What follows belongs to an exercise in optimizing a design on an open flow for small area; a production flow would make more cautious choices.
RTL that was checked went through simulation tests only; none was proved equivalent to the original.
Power figures rest on the tool's default switching activity, not on a simulated workload.

==> job 7650 <==
Design ALU_16_bit, start of the top module:
module ALU_16_bit(
input wire [15:0] A,
input wire [15:0] B,
input wire [3:0] ALU_FUN,
input wire clk,
output reg [15:0] ALU_OUT,
output wire Carry_Flag,
output wire Arith_Flag,
output wire Logic_Flag,
output wire CMP_Flag,
output wire Shift_Flag
);
wire is_add = ALU_FUN == 4'b0000;
wire is_sub = ALU_FUN == 4'b0001;
wire is_mul = ALU_FUN == 4'b0010;
wire is_div = ALU_FUN == 4'b0011;
wire is_as  = ALU_FUN[3:1] == 3'b000;
wire is_shr = ALU_FUN == 4'b1101;
wire is_shl = ALU_FUN == 4'b1110;
wire is_eq  = ALU_FUN == 4'b1010;
wire is_gt  = ALU_FUN == 4'b1011;
wire is_lt  = ALU_FUN == 4'b1100;
assign Arith_Flag = ALU_FUN[3:2] == 2'b00;
assign Logic_Flag = (ALU_FUN[3:2] == 2'b01) | (ALU_FUN[3:1] == 3'b100);
assign CMP_Flag   = is_eq | is_gt | is_lt;
assign Shift_Flag = is_shr | is_shl;
wire [15:0] ai = A ^ {16{is_add}};
wire [16:0] cc;
assign cc[0] = 1'b1;
genvar gi;
generate for (gi = 0; gi < 16; gi = gi + 1) begin : cchain
  assign cc[gi+1] = (ai[gi] & ~B[gi]) | ((ai[gi] | ~B[gi]) & cc[gi]);
end endgenerate
wire ge = cc[16];
wire eq = ~|(A ^ B);
  ...
clock: 31.0 ns
lec_check: 0
abc_area: 1
cap_margin: 0
core_margin: 2
core_utilization: 40
cts_buf_list: sky130_fd_sc_hd__clkbuf_4
slew_margin: 0
standard.sh (not shown) runs the stock make flow with config.mk's settings and CLKGATE_MAP_FILE= SYNTH_SCRIPT=/design/flow/synth_recipe.tcl, a recipe that flattens the netlist after the stock synthesis.
==> flow/flow/run.sh <==
#!/bin/bash
# The standard layout (standard.sh) unchanged except for the cell that
# buffers the ports: buf_1 instead of ORFS's default choice. make's output
# goes to flow.log here; each ORFS step's to orfs/logs/.
set -euo pipefail
export BUFFER_PORTS_ARGS="-buffer_cell sky130_fd_sc_hd__buf_1"
bash standard.sh > flow.log 2>&1
==> job 2900 (differences from job 7650) <==
--- a/flow/design.v
+++ b/flow/design.v
@@ -19,37 +19,39 @@
 wire is_shl = ALU_FUN == 4'b1110;
 wire is_eq  = ALU_FUN == 4'b1010;
 wire is_gt  = ALU_FUN == 4'b1011;
 wire is_lt  = ALU_FUN == 4'b1100;
 assign Arith_Flag = ALU_FUN[3:2] == 2'b00;
 assign Logic_Flag = (ALU_FUN[3:2] == 2'b01) | (ALU_FUN[3:1] == 3'b100);
 assign CMP_Flag   = is_eq | is_gt | is_lt;
 assign Shift_Flag = is_shr | is_shl;
-wire [15:0] ai = A ^ {16{is_add}};
+wire as_sub = ~is_add;
+wire [15:0] bs = B ^ {16{as_sub}};
 wire [16:0] cc;
-assign cc[0] = 1'b1;
+assign cc[0] = as_sub;
 genvar gi;
 generate for (gi = 0; gi < 16; gi = gi + 1) begin : cchain
-  assign cc[gi+1] = (ai[gi] & ~B[gi]) | ((ai[gi] | ~B[gi]) & cc[gi]);
+  assign cc[gi+1] = (A[gi] & bs[gi]) | ((A[gi] | bs[gi]) & cc[gi]);
 end endgenerate
+wire [15:0] as_sum = A ^ bs ^ cc[15:0];
 wire ge = cc[16];
 wire eq = ~|(A ^ B);
-assign Carry_Flag = is_as & ~ge;
+assign Carry_Flag = (is_add & ge) | (is_sub & ~ge);
 wire [15:0] nb = ~B;
 wire [15:0] zhi;
 assign zhi[0] = 1'b1;
 generate for (gi = 1; gi < 16; gi = gi + 1) begin : zh
   assign zhi[gi] = zhi[gi-1] & ~B[16-gi];
 end endgenerate
 wire bnz = |B;
 wire [15:0] zd = zhi & {16{is_div & bnz}};
 wire [15:0] ma = A & {16{is_mul}};
 wire [15:0] q;
-assign x16 = ai | {16{is_mul}};
+assign x16 = A | {16{is_mul}};
 wire [15:0] x0;
 wire [15:0] x1;
 wire [15:0] x2;
 wire [15:0] x3;
 wire [15:0] x4;
 wire [15:0] x5;
 wire [15:0] x6;
 wire [15:0] x7;
@@ -620,74 +622,74 @@
 wire r0_s12;
 wire r0_s13;
 wire r0_s14;
 wire r0_s15;
 wire sel0;
 assign r15_g0 = x16[15] | nb[0];
 assign r15_t0 = x16[15] | nb[0];
 assign co15 = r15_g0;
-assign r15_s0 = x16[15] ^ nb[0] ^ 1'b1;
+assign r15_s0 = x16[15] ^ (nb[0] ^ 1'b1);
 assign q[15] = co15 & zd[15];
 assign sel15 = q[15] | ma[15];
-assign x15[15] = sel15 ? r15_s0 : x16[15];
+assign x15[15] = x16[15] ^ (sel15 & (nb[0] ^ 1'b1));
 assign x15[14:0] = x16[14:0];
 assign r14_g0 = x15[14] | nb[0];
 assign r14_t0 = x15[14] | nb[0];
 assign r14_g1 = x15[15] & nb[1];
 assign r14_t1 = x15[15] | nb[1];
 assign r14_r1_g = r14_g1 | (r14_t1 & r14_g0);
 assign co14 = r14_r1_g;
-assign r14_s0 = x15[14] ^ nb[0] ^ 1'b1;
-assign r14_s1 = x15[15] ^ nb[1] ^ r14_g0;
+assign r14_s0 = x15[14] ^ (nb[0] ^ 1'b1);
+assign r14_s1 = x15[15] ^ (nb[1] ^ r14_g0);
 assign q[14] = co14 & zd[14];
 assign sel14 = q[14] | ma[14];
-assign x14[14] = sel14 ? r14_s0 : x15[14];
-assign x14[15] = sel14 ? r14_s1 : x15[15];
+assign x14[14] = x15[14] ^ (sel14 & (nb[0] ^ 1'b1));
+assign x14[15] = x15[15] ^ (sel14 & (nb[1] ^ r14_g0));
 assign x14[13:0] = x15[13:0];
 assign r13_g0 = x14[13] | nb[0];
 assign r13_t0 = x14[13] | nb[0];
 assign r13_g1 = x14[14] & nb[1];
 assign r13_t1 = x14[14] | nb[1];
 assign r13_g2 = x14[15] & nb[2];
 assign r13_t2 = x14[15] | nb[2];
 assign r13_r1_g = r13_g1 | (r13_t1 & r13_g0);
 assign r13_r2_g = r13_g2 | (r13_t2 & r13_r1_g);
 assign co13 = r13_r2_g;
-assign r13_s0 = x14[13] ^ nb[0] ^ 1'b1;
-assign r13_s1 = x14[14] ^ nb[1] ^ r13_g0;
-assign r13_s2 = x14[15] ^ nb[2] ^ r13_r1_g;
+assign r13_s0 = x14[13] ^ (nb[0] ^ 1'b1);
+assign r13_s1 = x14[14] ^ (nb[1] ^ r13_g0);
+assign r13_s2 = x14[15] ^ (nb[2] ^ r13_r1_g);
 assign q[13] = co13 & zd[13];
 assign sel13 = q[13] | ma[13];
-assign x13[13] = sel13 ? r13_s0 : x14[13];
-assign x13[14] = sel13 ? r13_s1 : x14[14];
-assign x13[15] = sel13 ? r13_s2 : x14[15];
+assign x13[13] = x14[13] ^ (sel13 & (nb[0] ^ 1'b1));
+assign x13[14] = x14[14] ^ (sel13 & (nb[1] ^ r13_g0));
+assign x13[15] = x14[15] ^ (sel13 & (nb[2] ^ r13_r1_g));
 assign x13[12:0] = x14[12:0];
 assign r12_g0 = x13[12] | nb[0];
 assign r12_t0 = x13[12] | nb[0];
 assign r12_g1 = x13[13] & nb[1];
 assign r12_t1 = x13[13] | nb[1];
 assign r12_g2 = x13[14] & nb[2];
 assign r12_t2 = x13[14] | nb[2];
 assign r12_g3 = x13[15] & nb[3];
 assign r12_t3 = x13[15] | nb[3];
 assign r12_r1_g = r12_g1 | (r12_t1 & r12_g0);
 assign r12_r2_g = r12_g2 | (r12_t2 & r12_r1_g);
 assign r12_r3_g = r12_g3 | (r12_t3 & r12_r2_g);
 assign co12 = r12_r3_g;
-assign r12_s0 = x13[12] ^ nb[0] ^ 1'b1;
-assign r12_s1 = x13[13] ^ nb[1] ^ r12_g0;
-assign r12_s2 = x13[14] ^ nb[2] ^ r12_r1_g;
-assign r12_s3 = x13[15] ^ nb[3] ^ r12_r2_g;
+assign r12_s0 = x13[12] ^ (nb[0] ^ 1'b1);
+assign r12_s1 = x13[13] ^ (nb[1] ^ r12_g0);
+assign r12_s2 = x13[14] ^ (nb[2] ^ r12_r1_g);
+assign r12_s3 = x13[15] ^ (nb[3] ^ r12_r2_g);
 assign q[12] = co12 & zd[12];
 assign sel12 = q[12] | ma[12];
-assign x12[12] = sel12 ? r12_s0 : x13[12];
-assign x12[13] = sel12 ? r12_s1 : x13[13];
-assign x12[14] = sel12 ? r12_s2 : x13[14];
-assign x12[15] = sel12 ? r12_s3 : x13[15];
+assign x12[12] = x13[12] ^ (sel12 & (nb[0] ^ 1'b1));
+assign x12[13] = x13[13] ^ (sel12 & (nb[1] ^ r12_g0));
+assign x12[14] = x13[14] ^ (sel12 & (nb[2] ^ r12_r1_g));
+assign x12[15] = x13[15] ^ (sel12 & (nb[3] ^ r12_r2_g));
 assign x12[11:0] = x13[11:0];
 assign r11_g0 = x12[11] | nb[0];
 assign r11_t0 = x12[11] | nb[0];
 assign r11_g1 = x12[12] & nb[1];
 assign r11_t1 = x12[12] | nb[1];
 assign r11_g2 = x12[13] & nb[2];
 assign r11_t2 = x12[13] | nb[2];
 assign r11_g3 = x12[14] & nb[3];
@@ -1327,17 +1329,17 @@
 assign r0_s9 = x1[9] ^ (nb[9] ^ r0_r8_g);
 assign r0_s10 = x1[10] ^ (nb[10] ^ r0_r9_g);
 assign r0_s11 = x1[11] ^ (nb[11] ^ r0_r10_g);
 assign r0_s12 = x1[12] ^ (nb[12] ^ r0_r11_g);
 assign r0_s13 = x1[13] ^ (nb[13] ^ r0_r12_g);
 assign r0_s14 = x1[14] ^ (nb[14] ^ r0_r13_g);
 assign r0_s15 = x1[15] ^ (nb[15] ^ r0_r14_g);
 assign q[0] = co0 & zd[0];
-assign sel0 = q[0] | ma[0] | is_as;
+assign sel0 = q[0] | ma[0];
 assign x0[0] = x1[0] ^ (sel0 & (nb[0] ^ 1'b1));
 assign x0[1] = x1[1] ^ (sel0 & (nb[1] ^ r0_g0));
 assign x0[2] = x1[2] ^ (sel0 & (nb[2] ^ r0_r1_g));
 assign x0[3] = x1[3] ^ (sel0 & (nb[3] ^ r0_r2_g));
 assign x0[4] = x1[4] ^ (sel0 & (nb[4] ^ r0_r3_g));
 assign x0[5] = x1[5] ^ (sel0 & (nb[5] ^ r0_r4_g));
 assign x0[6] = x1[6] ^ (sel0 & (nb[6] ^ r0_r5_g));
 assign x0[7] = x1[7] ^ (sel0 & (nb[7] ^ r0_r6_g));
@@ -1356,17 +1358,18 @@
     3'b101: lg = A | B;
     3'b110: lg = ~(A & B);
     3'b111: lg = ~(A | B);
     3'b000: lg = A ^ B;
     default: lg = ~(A ^ B);
   endcase
 end
 wire [15:0] res =
-    ((x0 ^ {16{is_mul | is_add}}) & {16{is_mul | is_as}}) |
+    (~x0 & {16{is_mul}}) |
     q |
+    (as_sum & {16{is_as}}) |
     (lg & {16{Logic_Flag}}) |
     ({1'b0, A[15:1]} & {16{is_shr}}) |
     ({A[14:0], 1'b0} & {16{is_shl}}) |
     {14'b0, (is_gt & ge & ~eq) | (is_lt & ~ge), (is_eq & eq) | (is_lt & ~ge)};
 always @(posedge clk)
   ALU_OUT <= res;
 endmodule
==> flow/run.sh (new file) <==
#!/bin/bash
# synth_recipe.tcl (not shown) runs the flow's synth.tcl, then flattens the netlist and writes it again
# the make line also repeats each setting of config.mk as NAME=value (left out here)
make -C /OpenROAD-flow-scripts/flow DESIGN_CONFIG=/design/flow/config.mk WORK_HOME=/design/flow/orfs CLKGATE_MAP_FILE= SYNTH_SCRIPT=/design/flow/synth_recipe.tcl finish
removed: flow/flow/run.sh
removed: flow/standard.sh
==> summary of the runs <==
Of job 7650 and job 2900, job 7650 has the higher synthesized cell count (gap about 7%, measured against job 2900). Critical path depth: job 7650 is higher than job 2900 (12). In job 7650 the cell count is higher than in job 2900, by 5.5%. In job 7650 the maximum frequency is lower than in job 2900, by 7.1%. Of job 2900 and job 7650, job 2900 has the higher non-clock buffer count (gap 3).
Function not checked in job 7650: the RTL went through the layout flow alone.

* * *

==> v29: inputs <==
Another version of the RTL of ALU_16_bit (not shown whole).
clock: 31.0 ns
lec_check: 0
abc_area: 1
cap_margin: 0
core_margin: 2
core_utilization: 40
cts_buf_list: sky130_fd_sc_hd__clkbuf_4
gpl_timing_driven: 0
slew_margin: 0
run.sh (not shown) runs the stock make flow with config.mk's settings and CLKGATE_MAP_FILE= SYNTH_SCRIPT=/design/flow/synth_recipe.tcl, a recipe that flattens the netlist after the stock synthesis.
Stock flow here: none of the scripts above is used.
==> v4 (differences from v29) <==
--- a/flow/config.mk
+++ b/flow/config.mk
@@ -10,5 +10,4 @@
 export CORE_MARGIN = 2
 export CORE_UTILIZATION = 40
 export CTS_BUF_LIST = sky130_fd_sc_hd__clkbuf_4
-export GPL_TIMING_DRIVEN = 0
 export SLEW_MARGIN = 0
==> qor summary <==
| item | v4 | v29 |
|---|---|---|
| Outcome | no timing/DRC/antenna violations | no timing/DRC/antenna violations |
| Multi-input logic portion of the cell area | 74.6% | 74.0% |
| Placer Congestion | 0.923 | 0.932 |
| Worst endpoint required time | 31.21 ns | 31.22 ns |
| Share of the core filled with cells | 47.3% | 48.6% |
| Area of the multi-input gates | 8530 um2 | 8700 um2 |
| Pwr Density | 25.2 nW/um2 | 24.7 nW/um2 |
| Number of post-CTS setup repair buffers | 1 | 14 |
| Pin count of the biggest net entering global routing | 33 | 20 |
| Met3 demand-to-capacity share in global routing | 1.86% | 2.45% |
| Total wire length | 33.5 mm | 33.1 mm |
| Setup slack of the critical path after layout | 2.14 ns | 1.68 ns |
| Via count of the first global-routing pass | 10,000 | 9,496 |
| DR WL/cell | 16.8 um | 16.5 um |
| Combinational cell fraction of total power | 86.9% | 87.0% |
| Final worst-path cycle share | 93.1% | 94.6% |
| Worst-case vdd ir drop | 0.0174 mV | 0.0140 mV |
| CP max-delay cell | sky130_fd_sc_hd__clkdlybuf4s50_1 | sky130_fd_sc_hd__fa_2 |
| Worst Setup Slack post-DPL | -0.982 ns | -4.60 ns |
| Gr usage total | 25.5% | 24.7% |
| Final Net Count | 1,815 | 1,825 |

* * *

==> inputs of exp/maple <==
ALU_16_bit again, from the RTL that the note above started with.
==> flow/config.mk <==
export PLATFORM = sky130hd
export DESIGN_NAME = ALU_16_bit
export DESIGN_NICKNAME = ALU_16_bit
export VERILOG_FILES = /design/flow/design.v
export SDC_FILE = /design/flow/constraint.sdc
export NUM_CORES = 4
export LEC_CHECK = 0
export ABC_AREA = 1
export CAP_MARGIN = 20
export CORE_MARGIN = 2
export CORE_UTILIZATION = 40
export GPL_TIMING_DRIVEN = 0
export SLEW_MARGIN = 20
==> flow/constraint.sdc <==
create_clock -name core_clock -period 31.0 [get_ports {clk}]
set_input_delay 6.2000 -clock core_clock [delete_from_list [all_inputs] [get_ports {clk}]]
set_output_delay 6.2000 -clock core_clock [all_outputs]
set_load 0.01 [all_outputs]
==> exp/harbor (differences from exp/maple) <==
--- a/flow/config.mk
+++ b/flow/config.mk
@@ -10,4 +10,3 @@
 export CORE_MARGIN = 2
 export CORE_UTILIZATION = 40
-export GPL_TIMING_DRIVEN = 0
 export SLEW_MARGIN = 20
==> comparison table <==
Result of the run: exp/harbor complete, no violations; exp/maple complete, no violations
Global Route Usage Sum: exp/harbor 0.255; exp/maple 0.251
Placement-stage worst setup slack: exp/harbor -982 ps; exp/maple -4650 ps
Sequential Power: exp/harbor 0.0000249 W; exp/maple 0.0000250 W
Met3 WL post-DR: exp/harbor 1.74 mm; exp/maple 1.73 mm
Crit path launch: exp/harbor B[12]; exp/maple ALU_FUN[0]
Final worst path period need: exp/harbor 28930 ps; exp/maple 29320 ps
Slew HR: exp/harbor 0.289; exp/maple 0.164
VDD IR max: exp/harbor 0.0000178 V; exp/maple 0.0000236 V
Least-Margin Pin Slew: exp/harbor 1060 ps; exp/maple 1220 ps
Via count normalized by instance count: exp/harbor 5.31; exp/maple 5.30
Met1 track utilization from global routing: exp/harbor 0.337; exp/maple 0.346
Met2 GRT Util: exp/harbor 0.449; exp/maple 0.433

[re-timing with driven ports]
No port has a modelled driver above. Below, the same layouts with a new extraction and two added sets of constraints.
Step 1 (the two cells are an assumption about what drives the block):
set clk [get_ports {clk}]
set_driving_cell -lib_cell sky130_fd_sc_hd__clkbuf_16 $clk
set_driving_cell -lib_cell sky130_fd_sc_hd__buf_2 [delete_from_list [all_inputs] $clk]
Step 2 times the ports against the registers' clock, not the clock port: input delays grow and output delays shrink by t, the midpoint of the rising clock arrivals with the driver on.
a / b / c = no drivers / after step 1 / after step 2; a / b = the first two.
run | t (ns) | setup slack, ns | worst register clock-pin slew, ns | pins driven straight from the clock port
job 7650 | 0.313 | 2.681 / 2.684 / 2.371 | 0.11 / 0.11 | 1
job 2900 | 0.318 | 4.702 / 4.703 / 4.386 | 0.11 / 0.11 | 1
v29 | 0.336 | 1.677 / 1.682 / 1.346 | 0.11 / 0.11 | 1
v4 | 0.330 | 2.140 / 2.142 / 1.813 | 0.11 / 0.11 | 1
exp/maple | 0.279 | 1.684 / 1.701 / 1.422 | 0.05 / 0.05 | 1
exp/harbor | 0.285 | 2.070 / 2.080 / 1.794 | 0.05 / 0.05 | 1
After both steps setup and hold are still met in every run listed. For v29, which loses most, drivers alone change the setup slack by +0.005 ns; drivers and shift together by -0.331 ns.
